What follows belongs to an exercise in optimizing a design on an open flow for small area; a production flow would make more cautious choices. At most, simulation tests tie the RTL to the original design; equivalence was not proved. Function not checked in run 2: the RTL went through the layout flow alone.

## flow/design.v (module list and top-level ports; edited modules follow where they fit)
// module ALU: 3848 lines
// module FA: 4 lines
// module HA: 4 lines
// module BMX: 3 lines
// module alu_top: 31 lines
module alu_top (
    input             clk,
    input      [31:0] A,
    input      [31:0] B,
    input      [3:0]  ALU_Sel,
    output reg [31:0] ALU_Out,
    output            Carryout,
    output            Overflow
);
  // ...
==> flow/run.sh <==
#!/bin/bash
# synth_recipe.tcl (not shown) runs the flow's synth.tcl, then flattens the netlist and writes it again
# the make line also repeats each setting of config.mk as NAME=value (left out here)
make -C /OpenROAD-flow-scripts/flow DESIGN_CONFIG=/design/flow/config.mk WORK_HOME=/design/flow/orfs CLKGATE_MAP_FILE= SYNTH_SCRIPT=/design/flow/synth_recipe.tcl finish
==> flow/config.mk <==
export PLATFORM = sky130hd
export DESIGN_NAME = alu_top
export DESIGN_NICKNAME = alu_top
export VERILOG_FILES = /design/flow/design.v
export SDC_FILE = /design/flow/constraint.sdc
export NUM_CORES = 4
export LEC_CHECK = 0
export CAP_MARGIN = 20
export CORE_MARGIN = 2
export CORE_UTILIZATION = 40
export SLEW_MARGIN = 20
export SYNTH_HIERARCHICAL = 1
export SYNTH_MINIMUM_KEEP_SIZE = 0
==> flow/constraint.sdc <==
create_clock -name core_clock -period 9.0 [get_ports {clk}]
set_input_delay 1.8000 -clock core_clock [delete_from_list [all_inputs] [get_ports {clk}]]
set_output_delay 1.8000 -clock core_clock [all_outputs]
set_load 0.01 [all_outputs]
==> results.py, run 1 <==
metrics = {
    "status": {
        "status": "no timing/DRC/antenna violations",
    },
    "clocking": {
        "clockBufferDepth": 2,
    },
    "critical_path": {
        "regToRegStartpoint": "lo_q",
        "cp-startpoint": "lo_q",
        "cp.arrival_ns": 8.98,
        "critPathKind": "flip-flop to flip-flop",
        "critical-path-top-delay-family": "compound AO/OA/AOI/OAI gates",
    },
    "grt": {
        "gr-total-overflow": 0,
        "busiest_layer": "met2",
    },
    "finish": {
        "final_area_sq_um": 28900,
        "regArea_sq_um": 2010,
        "n_all_buffers": 242,
        "antenna_cells": 0,
        "clock_area_share_pct": 1.06,
        "final_cell_mix": "544 x xnor2_1, 469 x fa_1, 465 x a22oi_1",
        "inv_count": 50,
        "final_cells": 3507,
    },
    "drt": {
        "vias_per_cell": 6.32,
        "route.met3.wl_um": 11300,
    },
    "sta": {
        "hold_viol_final": 0,
        "finClkSkew_ns": 0.0193,
        "setup_ws_ns": 0.320,
        "tightest_slew_ns": 1.15,
        "min_period_ns": 8.68,
    },
    "floorplanning": {
        "core-area_sq_um": 66900,
        "io_pins": 103,
        "dieArea_sq_um": 69500,
    },
    "yosys": {
        "ys_top_cells_by_area": "fa_1 35%, xnor2_1 18%, a22oi_1 13%",
        "synthAdderAreaFrac_pct": 42.5,
        "synth_top_family_by_area": "adder cells",
        "synthArstFlopShare_pct": 0,
        "yosys_warnings": 7,
        "synth_simple_gate_area_share_pct": 5.74,
        "postSynthAreaPerCell_sq_um": 9.82,
    },
    "placement": {
        "io_buffers": 100,
        "postPlaceCellArea_sq_um": 28600,
        "dpl.cell_count": 3490,
    },
}
==> module alu_top, before the edit <==
module alu_top (
    input             clk,
    input      [31:0] A,
    input      [31:0] B,
    input      [3:0]  ALU_Sel,
    output reg [31:0] ALU_Out,
    output            Carryout,
    output            Overflow
);
reg [31:0] a_q, b_q;
reg        hi_q, lo_q, as_q, sub_q;
wire [31:0] out_d;
wire sub = (ALU_Sel == 4'd1);
ALU u_alu (
    .a(a_q), .b(b_q),
    .m(hi_q | lo_q), .as(as_q), .cin(sub_q),
    .h(hi_q), .l(lo_q | as_q),
    .y(out_d)
);
always @(posedge clk) begin
    a_q     <= A;
    b_q     <= B ^ {32{sub}};
    hi_q    <= (ALU_Sel == 4'd2);
    lo_q    <= (ALU_Sel == 4'd3);
    as_q    <= (ALU_Sel[3:1] == 3'd0);
    sub_q   <= sub;
    ALU_Out <= out_d;
end
assign Carryout = 1'b0;
assign Overflow = 1'b0;
endmodule
==> run 2: changes to the inputs <==
==> flow/design.v (replaced) <==
module ALU (A, B, ALU_Sel, ALU_Out, Carryout, Overflow);
parameter ADD  = 0;
parameter SUB  = 1;
parameter MUL_HIGH = 2;
parameter MUL_LOW = 3;
input [31:0] A;
input [31:0] B;
input [3:0] ALU_Sel;
output [31:0] ALU_Out;
output Carryout;
output Overflow;
reg[31:0] ALU_32Result;
reg[63:0] ALU_64Result;
always @(*)
begin
    ALU_32Result = 32'h00000000;
    ALU_64Result = 64'h0000000000000000;
    case(ALU_Sel)
        ADD:        ALU_32Result = A + B;
        SUB:        ALU_32Result = A - B;
        MUL_HIGH:	ALU_64Result = A * B;
        MUL_LOW:	ALU_64Result = A * B;
        default:
        begin
            ALU_32Result = 32'h00000000;
            ALU_64Result = 64'h0000000000000000;
        end
    endcase
end
assign ALU_Out = (ALU_Sel == MUL_LOW)? ALU_64Result[31:0]: (ALU_Sel == MUL_HIGH)? ALU_64Result[63:32]:ALU_32Result[31:0];
assign Carryout = 1'b0;
assign Overflow = 1'b0;
endmodule
module alu_top (
    input             clk,
    input      [31:0] A,
    input      [31:0] B,
    input      [3:0]  ALU_Sel,
    output reg [31:0] ALU_Out,
    output reg        Carryout,
    output reg        Overflow
);
reg [31:0] a_q, b_q;
reg [3:0]  sel_q;
wire [31:0] out_d;
wire        carry_d, ovf_d;
ALU u_alu (
    .A(a_q), .B(b_q), .ALU_Sel(sel_q),
    .ALU_Out(out_d), .Carryout(carry_d), .Overflow(ovf_d)
);
always @(posedge clk) begin
    a_q      <= A;
    b_q      <= B;
    sel_q    <= ALU_Sel;
    ALU_Out  <= out_d;
    Carryout <= carry_d;
    Overflow <= ovf_d;
end
endmodule
==> flow/config.mk (replaced) <==
export PLATFORM = sky130hd
export DESIGN_NAME = alu_top
export DESIGN_NICKNAME = alu_top
export VERILOG_FILES = /design/flow/design.v
export SDC_FILE = /design/flow/constraint.sdc
export NUM_CORES = 4
export LEC_CHECK = 0
export CAP_MARGIN = 20
export CORE_MARGIN = 2
export CORE_UTILIZATION = 40
export SLEW_MARGIN = 20
==> run 2 against run 1 <==
Against the previous run: critical path type unchanged; maximum frequency grew 2.5%; synthesized cell count grew 55%; still clean; first-iteration DRC count shrank 43%; register-to-register slack gained 0.21 ns; highest routed layer unchanged; hold slack gained 0.23 ns; critical endpoint is now ALU_Out[31]; final cell count grew 56%; clock skew is essentially flat.
==> results.py, run 2 <==
metrics = {
    "clocking": {
        "cts_setup_buffers": 0,
        "cts_tree": "built",
        "cts-resized-gates": 0,
        "clk_pin_slew_ns": 0.08,
        "cts_root_buf": "clkbuf_16",
        "h-tree-depth": 3,
        "cts_buffers": 9,
        "clk_latency_ns": 0.42,
        "clkSinkCount": 100,
        "cts_hold_buffers": 0,
        "clockBufferDepth": 2,
    },
    "grt": {
        "use_met3_pct": 3.50,
        "antenna_found_initial": 2,
        "grt_usage_pct": 23.1,
        "grt_use_met1_pct": 31.8,
        "use_met2_pct": 38.5,
        "grt_pass1_vias": 31100,
        "grt_pass1_wl_um": 176000,
        "grt_max_degree": 36,
        "gr-total-overflow": 0,
        "busiest_layer": "met2",
    },
    "finish": {
        "layout_commonest_cell": "inv_1",
        "area_delta_synth_final_pct": 7.22,
        "nNetsFinal": 5479,
        "top_regs": "ALU_Out: 32 flops, a_q: 32 flops, b_q: 32 flops",
        "drive_above_1_share_pct": 3.46,
        "final_cell_mix": "899 x inv_1, 897 x fa_1, 580 x and2_1",
        "final_area_sq_um": 41100,
    },
    "critical_path": {
        "cp_max_fo": 24,
        "critical-path-top-delay-family": "adder cells",
        "critical_path.max_stage_delay_ns": 1.03,
        "critPathKind": "flip-flop to flip-flop",
        "required_ns": 9.30,
        "path_cells": "and2_1, fa_1, fa_1, inv_1, fa_1, fa_1, fa_1, inv_1, fa_1, fa_1, fa_1, ha_1, nand2_1, nor3_1, a41oi_1, buf_4, o31ai_1, a31o_2, nor3_1, or4_1",
        "startpoint_type": "flip-flop",
        "crit_buf_inv": 3,
        "endpoint_kind": "flip-flop",
        "crit_top_cell": "fa_1",
        "cpMaxStageDelayCell": "dfxtp_1",
        "cp.arrival_ns": 8.77,
    },
    "yosys": {
        "yosys_warnings": 2,
        "synth_top_area_share_pct": 46.9,
        "netlist_area_sq_um": 38300,
        "ys_ff_latch": 100,
        "synth_flop_cell": "dfxtp_1",
        "synth-edff-count": 0,
        "postSynthAreaPerCell_sq_um": 9.00,
        "seq_area_frac_synth_pct": 5.23,
        "synthTopCellsByCount": "899 x inv_1, 897 x fa_1, 580 x and2_1, 524 x nand2_1, 296 x ha_1",
        "synth_most_common_cell": "inv_1",
        "ys_top_cells_by_area": "fa_1 47%, ha_1 9.7%, and2_1 9.5%",
        "ys_types": 74,
        "syn_inst": 4257,
        "synthArstFlopShare_pct": 0,
        "synth_top_area_cell": "fa_1",
    },
    "drt": {
        "dr_total_vias": 28300,
        "drtIter0Drc": 1589,
        "vias_per_cell": 5.16,
        "wl_per_cell_um": 19.6,
        "totalWireLength_um": 108000,
        "ant_nets": 0,
        "drtPass1Iterations": 5,
        "drc_errors": 0,
    },
    "floorplanning": {
        "rows": 113,
        "die_h_um": 313,
        "die_x_um": 313,
        "core-area_sq_um": 95000,
        "io_pins": 103,
        "initial_core_util_pct": 40.3,
        "dieArea_sq_um": 98200,
    },
    "sta": {
        "setup_tns_ns": 0,
        "tightest_slew_ns": 1.10,
        "min_period_ns": 8.47,
        "finClkSkew_ns": 0.0193,
        "hold_viol_final": 0,
        "finalMaxSlewViolations": 0,
        "rsz0062_at_grt": "no",
        "setup-violations-final": 0,
        "fmax_ghz": 0.118,
        "period_share_pct": 94.1,
        "holdWs_ns": 0.851,
        "slew_headroom_pct": 26.6,
        "setup_ws_ns": 0.533,
    },
    "placement": {
        "hpwlAfterDp_um": 91400,
        "postPlaceCellArea_sq_um": 40700,
        "place_ws_ns": 0.647,
        "io_buffers": 100,
        "routabilityCongestion": 0.935,
    },
    "run": {
        "max_cap_viol_count": 0,
    },
    "min_path": {
        "hold_path_class": "flip-flop to flip-flop",
    },
    "status": {
        "status": "no timing/DRC/antenna violations",
    },
}
[run 2: final timing paths]
kind | startpoint | to | slack [ns] | cells past startpoint
setup reg to reg | b_q[11] | ALU_Out[31] | 0.53 | 20
hold reg to reg | sel_q[2] | ALU_Out[27] | 0.85 | 2
hold / removal | sel_q[2] | ALU_Out[27] | 0.85 | 2
setup / recovery | b_q[11] | ALU_Out[31] | 0.53 | 20
[run 2: per-stage QoR]
step                      util (%)  cells
final                         43.2   5488
after global routing          43.2   5487
after CTS                     43.2   5487
after detailed placement      42.9   5471
after global placement        42.9   5471
after floorplan                  -   4258
[run 2: metal layers]
| metal | up-vias | routed length [um] |
|---|---|---|
| met5 | - | 30 |
| met1 | 14800 | 47000 |
| met3 | 143 | 6500 |
| met2 | 816 | 51600 |
| li1 | 12600 | - |
| met4 | 4 | 2640 |
[run 2: final cells by class]
type	instances	area, sq um
Timing Repair Buffer	211	1860
Inverter	899	3370
Multi-Input combinational cell	2996	31900
Clock inverter	7	97.6
Tap cell	1265	1580
Clock buffer	9	225
Sequential cell	100	2000
Antenna cell	1	2.50
Fill cell	9513	53900
[run 2: kinds of logic after synthesis]
group	share of synthesized area (%)
xor+xnor	2.49
mux	0.287
flops	5.23
simple gates	17.6
other cells	0.00979
fa+ha+maj	56.6
compound gates	6.40
buf+inv	11.5
[run 2: tightest hold or removal path, cell delays in order, from the launching register on]
cell	delay (ns)
dfxtp_1	0.37
or3_1	0.29
o211ai_1	0.14

## afterwards: timing with drivers on the ports
In the flow no input, the clock included, has a driving cell. The finished layouts below were timed again as built, in two steps. Step 1: set_driving_cell puts a clkbuf_16 on clk and a buf_2 on each other input, an assumption about the parent block. Step 2 times the ports against the registers' clock, not the clock port: input delays grow and output delays shrink by t, the midpoint of the rising clock arrivals with the driver on. a / b / c = ideal / step 1 / step 2; a / b = the first two.
run	t (ns)	setup slack, ns	latest minus earliest clock arrival (ns)	slew at the worst register clock pin (ns)	cell pins on the clock port's net
run 1	0.474	0.320 / 0.320 / 0.320	0.019 / 0.019	0.09 / 0.09	1
run 2	0.473	0.533 / 0.533 / 0.533	0.026 / 0.026	0.10 / 0.10	1
After both steps every run listed still meets setup and hold.
